This design comes from an exercise in tuning for small area on the open sky130 flow, not from production work. The RTL was checked by simulation tests, not by an equivalence proof against the original design. Power and IR drop assume default switching activity.

Setup of job 101:
// main
module main(
    input clock,
    input [7:0] Instruction,
    input reset,
    output [7:0] read_address,
    output [6:0] BCD_output1,
    output [6:0] BCD_output2,
    output [6:0] BCD_output3,
    output [6:0] BCD_output4
    );
    reg  [7:0] pc;
    reg  [7:0] r0, r1, r2, r3;
    reg        ready;
    reg        m1b0;             
    wire is_lw, is_sw, is_addj;
    wire [3:0] sa, sb, we;
    blk_dec u_dec (.I(Instruction), .ready(ready), .is_lw(is_lw), .is_sw(is_sw), .is_addj(is_addj),
                   .sa(sa), .sb(sb), .we(we));
    wire [7:0] a, b;
    genvar w, k, i;
    generate
        for (i = 0; i < 8; i = i + 1) begin : g_rp
            wire a012, a3, b012, b3;
            c_a222oi_1 u_a012 (.A1(sa[0]), .A2(r0[i]), .B1(sa[1]), .B2(r1[i]), .C1(sa[2]), .C2(r2[i]), .Y(a012));
            c_nand2_1  u_a3   (.A(sa[3]), .B(r3[i]), .Y(a3));
            c_nand2_1  u_a    (.A(a012), .B(a3), .Y(a[i]));
            c_a222oi_1 u_b012 (.A1(sb[0]), .A2(r0[i]), .B1(sb[1]), .B2(r1[i]), .C1(sb[2]), .C2(r2[i]), .Y(b012));
            c_nand2_1  u_b3   (.A(sb[3]), .B(r3[i]), .Y(b3));
            c_nand2_1  u_b    (.A(b012), .B(b3), .Y(b[i]));
        end
    endgenerate
    wire [7:0] addr, sum;
    wire [3:0] n_rlo, n_wlo;
  ...
Size in the first run: about 12000 µm² of cells after synthesis.
export LEC_CHECK = 0
export CAP_MARGIN = 20
export CORE_MARGIN = 2
export CORE_UTILIZATION = 60
export SLEW_MARGIN = 20
export SYNTH_HIERARCHICAL = 1
export SYNTH_MINIMUM_KEEP_SIZE = 0
create_clock -name core_clock -period 10.0 [get_ports {clock}]
standard.sh (not shown) runs the stock make flow with config.mk's settings and CLKGATE_MAP_FILE= SYNTH_SCRIPT=/design/flow/synth_recipe.tcl, a recipe that flattens the netlist after the stock synthesis.
==> flow/flow/run.sh <==
#!/bin/bash
set -uo pipefail
bash standard.sh 'BUFFER_PORTS_ARGS=-buffer_cell sky130_fd_sc_hd__buf_1' \
  'CTS_ARGS=-sink_clustering_enable -repair_clock_nets -sink_clustering_size 12 -sink_clustering_max_diameter 50 -buf_list {sky130_fd_sc_hd__clkbuf_4 sky130_fd_sc_hd__clkbuf_8} -dont_use_dummy_load' \
  finish > standard_sh.log 2>&1
### job 101 -> job 102
Settings: CORE_UTILIZATION changed from 60 to 65.
==> flow/flow/run.sh <==
#!/bin/bash
set -uo pipefail
bash standard.sh 'BUFFER_PORTS_ARGS=-buffer_cell sky130_fd_sc_hd__buf_1' \
  'CTS_ARGS=-sink_clustering_enable -repair_clock_nets -sink_clustering_size 20 -sink_clustering_max_diameter 60 -buf_list sky130_fd_sc_hd__clkbuf_8 -dont_use_dummy_load' \
  finish > standard_sh.log 2>&1
[summary]
No stage failed in job 102, and the final checks on the layout all came back clean.
The multi-input gate share of total cell area of job 102 exceeds that of job 101 by 0.59 points.
Setup slack after placement is higher on job 102
Of job 101 and job 102, the higher proportion of total power due to net switching belongs to job 102.
Comparing job 101 and job 102, the lower routed length on met1 was measured on job 102.
Job 101 -> job 102: number of buffers inserted for hold repair after clock tree synthesis delta 0, exact match
Changes in job 103 relative to job 102:
Settings: CORE_UTILIZATION changed from 65 to 60.
==> flow/flow/run.sh <==
#!/bin/bash
set -uo pipefail
bash standard.sh 'BUFFER_PORTS_ARGS=-buffer_cell sky130_fd_sc_hd__buf_1' \
  'CTS_ARGS=-sink_clustering_enable -repair_clock_nets -sink_clustering_size 12 -sink_clustering_max_diameter 50 -buf_list "sky130_fd_sc_hd__clkbuf_4 sky130_fd_sc_hd__clkbuf_8" -dont_use_dummy_load' \
  finish > standard_sh.log 2>&1
### Flow results
Per the comparison of job 103 with job 102, compound-cell area share of the yosys netlist was more or less identical; number of distinct library cells after synthesis was more or less identical; height of the chip went up by 5.5 µm; die outline width went up by 4.0%; initial core utilization went down by 5.1 points. The worst slack at placement of job 103 was inferior to that of job 102. Job 103 — cell area after placement 45 µm² higher, job 102 as reference. Routability congestion estimate, job 103 vs job 102: down by a few percent. No final results exist for job 103, since it was stopped by error STA-0564 during 4_1_cts.
Input-level comparison between job 104 and job 103:
Settings: CORE_UTILIZATION changed from 60 to 55.
==> flow/flow/run.sh <==
#!/bin/bash
set -uo pipefail
bash standard.sh 'BUFFER_PORTS_ARGS=-buffer_cell sky130_fd_sc_hd__buf_1' \
  'CTS_ARGS=-sink_clustering_enable -repair_clock_nets -sink_clustering_size 20 -sink_clustering_max_diameter 60 -buf_list sky130_fd_sc_hd__clkbuf_8 -dont_use_dummy_load' \
  finish > standard_sh.log 2>&1
Results
Out of job 103 and job 104, the only run to close with the timing, DRC and antenna checks passing was job 104. Tool error STA-0564 stopped job 103 during 4_1_cts; no final results. The async set-reset flop share out of synthesis of job 103 and that of job 104 are within noise of each other. As far as synthesized cell count goes, job 103 and job 104 are indistinguishable; the numbers are identical. Detailed placement HPWL on job 104 is behind job 103. Comparing job 104 against job 103, there is no change at all in mean post-synth cell area. Job 104 against job 103: placed cell area has remained practically unchanged; setup slack after placement has remained practically unchanged; routability-driven placement congestion ratio has increased; die outline width has increased. Going from job 103 to job 104, placed instance count up 10; sequential share of the synthesized area flat.
Input changes introduced in job 105 (baseline for comparison: job 104):
Settings: CORE_UTILIZATION: 55 -> 60.
### Flow results
Diff job 104 -> job 105: number of optimization iterations in the first detailed-route pass went down 4, number of DRC markers after the initial detailed-route iteration went up, final routed wirelength across all metal layers shrank by 920 µm.
Compared with job 104, job 105 shows a higher register-to-register setup slack.

Another version of the RTL of main (not shown whole).
Size: ~820 cells after synthesis, about 46 I/O pins, about 12000 um^2 of cells after synthesis.
Settings: LEC_CHECK=0, CAP_MARGIN=20, CORE_MARGIN=2, CORE_UTILIZATION=40, CTS_BUF_LIST=sky130_fd_sc_hd__clkbuf_8 sky130_fd_sc_hd__clkbuf_16, CTS_CLUSTER_DIAMETER=80, CTS_CLUSTER_SIZE=20, SLEW_MARGIN=20, SYNTH_HIERARCHICAL=1, SYNTH_MINIMUM_KEEP_SIZE=0; clock period 10.0 ns.
run.sh (not shown) runs the stock make flow with config.mk's settings and CLKGATE_MAP_FILE= SYNTH_SCRIPT=/design/flow/synth_recipe.tcl, a recipe that flattens the netlist after the stock synthesis.
Stock flow here: none of the scripts above is used.
Rerun with:
==> flow/flow/run.sh (new file) <==
#!/bin/bash
set -uo pipefail
bash standard.sh 'BUFFER_PORTS_ARGS=-buffer_cell sky130_fd_sc_hd__buf_1' finish > standard_sh.log 2>&1
==> flow/standard.sh (new file) <==
#!/bin/bash
# synth_recipe.tcl (not shown) runs the flow's synth.tcl, then flattens the netlist and writes it again
# the make line also repeats each setting of config.mk as NAME=value (left out here)
make -C /OpenROAD-flow-scripts/flow DESIGN_CONFIG=/design/flow/config.mk WORK_HOME=/design/flow/orfs CLKGATE_MAP_FILE= SYNTH_SCRIPT=/design/flow/synth_recipe.tcl "${@:-finish}"
- CTS_BUF_LIST: sky130_fd_sc_hd__clkbuf_8 sky130_fd_sc_hd__clkbuf_16 -> sky130_fd_sc_hd__clkbuf_8
- CTS_CLUSTER_DIAMETER: 80 -> 60
- CTS_CLUSTER_SIZE: 20 -> 16
removed: flow/run.sh
Outcome: Die area stays the same; area after synthesis is unchanged; clock skew is higher by 0.015 ns; routed wire length falls by 1.9%; power falls by 8.1%; design area falls by 4.2%; clock power falls by 8.7%; critical path depth went down by 2; setup slack improves by 0.30 ns.

main with an RTL version that a note above also has.
For scale: about 1100 cells after synthesis, roughly 300 flip-flops.
==> flow/config.mk <==
export PLATFORM = sky130hd
export DESIGN_NAME = main
export DESIGN_NICKNAME = main
export VERILOG_FILES = /design/flow/design.v
export SDC_FILE = /design/flow/constraint.sdc
export NUM_CORES = 4
export LEC_CHECK = 0
export CAP_MARGIN = 20
export CORE_MARGIN = 2
export CORE_UTILIZATION = 60
export GPL_TIMING_DRIVEN = 0
export SLEW_MARGIN = 20
export SYNTH_HIERARCHICAL = 1
export SYNTH_MINIMUM_KEEP_SIZE = 0
==> flow/constraint.sdc <==
create_clock -name core_clock -period 10.0 [get_ports {clock}]
set_input_delay 2.0000 -clock core_clock [delete_from_list [all_inputs] [get_ports {clock}]]
set_output_delay 2.0000 -clock core_clock [all_outputs]
set_load 0.01 [all_outputs]
standard.sh (not shown) runs the stock make flow with config.mk's settings and CLKGATE_MAP_FILE= SYNTH_SCRIPT=/design/flow/synth_recipe.tcl, a recipe that flattens the netlist after the stock synthesis.
==> flow/flow/run.sh <==
#!/bin/bash
set -uo pipefail
bash standard.sh 'BUFFER_PORTS_ARGS=-buffer_cell sky130_fd_sc_hd__buf_1' \
  'CTS_ARGS=-sink_clustering_enable -repair_clock_nets -sink_clustering_size 20 -sink_clustering_max_diameter 60 -buf_list sky130_fd_sc_hd__clkbuf_8 -dont_use_dummy_load' \
  finish > standard_sh.log 2>&1
Next try:
- CORE_UTILIZATION: 60 -> 65
Global-route usage rose by 1.7 points.
Clock skew falls by 11 ps.
Core utilization grows by 5.2 points.
Routed wire length goes down by 0.94%.
Critical path depth shrinks by 3.
Non-clock buffer count is unchanged.
First-iteration DRC count decreases by 0.49%.

## old
main, a different RTL version from the one above (not shown whole).
Size in the first run: roughly 800 cells after synthesis, about 300 flip-flops, about 46 I/O pins.
Settings: LEC_CHECK=0, CAP_MARGIN=20, CORE_MARGIN=2, CORE_UTILIZATION=60, SLEW_MARGIN=20, SYNTH_HIERARCHICAL=1, SYNTH_MINIMUM_KEEP_SIZE=0; clock period 10.0 ns.
==> flow/flow/run.sh <==
#!/bin/bash
set -uo pipefail
bash standard.sh 'BUFFER_PORTS_ARGS=-buffer_cell sky130_fd_sc_hd__buf_1' \
  'CTS_ARGS=-sink_clustering_enable -repair_clock_nets -sink_clustering_size 25 -sink_clustering_max_diameter 50 -buf_list sky130_fd_sc_hd__clkbuf_8 -dont_use_dummy_load' \
  finish > standard_sh.log 2>&1
#### Input delta (new over old)
- PLACE_DENSITY newly set to 0.78
- CORE_UTILIZATION changed from 60 to 70
==> flow/flow/run.sh <==
#!/bin/bash
set -uo pipefail
bash standard.sh 'BUFFER_PORTS_ARGS=-buffer_cell sky130_fd_sc_hd__buf_1' \
  'CTS_ARGS=-sink_clustering_enable -repair_clock_nets -sink_clustering_size 20 -sink_clustering_max_diameter 60 -buf_list sky130_fd_sc_hd__clkbuf_8 -dont_use_dummy_load' \
  finish > standard_sh.log 2>&1
[summary]
As of new, leakage power total had fallen slightly compared to old. Reported for old and new, number of design rule violations left after detail routing turned out identical to the last digit. new against old: clock network latency to the later pin of the worst-skew pair lower, final design instance area without fill went down, clock slew at the register clock pins of the worst setup and hold paths now sits at about the same level, clock-buffer cell count fell 6. Cmp new vs old: sequential fraction of total cell area higher in new. Of old and new, the run reporting the lower initial core utilization was old. Going from old to new, smallest hold slack +0.0068 ns; worst relative slew slack +3.5 points; clock network power share -1.6 points.

-- re-timing with driven ports --
The flow's constraints put no driver on any port. The routed layouts listed below were extracted and timed again, unchanged, in two steps.
Step 1: set_driving_cell puts a clkbuf_16 on clock and a buf_2 on each other input, an assumption about the parent block.
Step 2 adds t to the input delays and takes it off the output delays; t is the mean of the earliest and latest rising clock arrival at the registers after step 1. Input paths then give back, and output paths get back, about the clock's delay inside the block.
Three values: ideal ports, drivers, drivers and shift; two values: the first two.
run	t, ns	setup slack, ns	slew at the worst register clock pin (ns)	worst slew at a driven data input, ns
job 101	0.601	0.476 / 0.455 / 0.455	0.08 / 0.08	0.03
job 102	0.562	0.430 / 0.410 / 0.410	0.12 / 0.12	0.03
job 104	0.583	0.355 / 0.335 / 0.335	0.12 / 0.12	0.03
job 105	0.585	0.505 / 0.484 / 0.484	0.12 / 0.12	0.03
the first run of note 2	0.548	0.184 / 0.160 / 0.160	0.08 / 0.08	0.03
the second run of note 2	0.603	0.488 / 0.462 / 0.462	0.11 / 0.11	0.03
the first run of note 3	0.577	0.390 / 0.366 / 0.366	0.12 / 0.12	0.03
the second run of note 3	0.574	0.347 / 0.326 / 0.326	0.11 / 0.11	0.04
old	0.591	0.322 / 0.297 / 0.297	0.12 / 0.12	0.05
new	0.558	0.297 / 0.276 / 0.276	0.12 / 0.12	0.03
After both steps setup and hold are still met in every run listed. For the second run of note 2, which loses most, drivers alone change the setup slack by -0.026 ns; drivers and shift together by -0.026 ns.
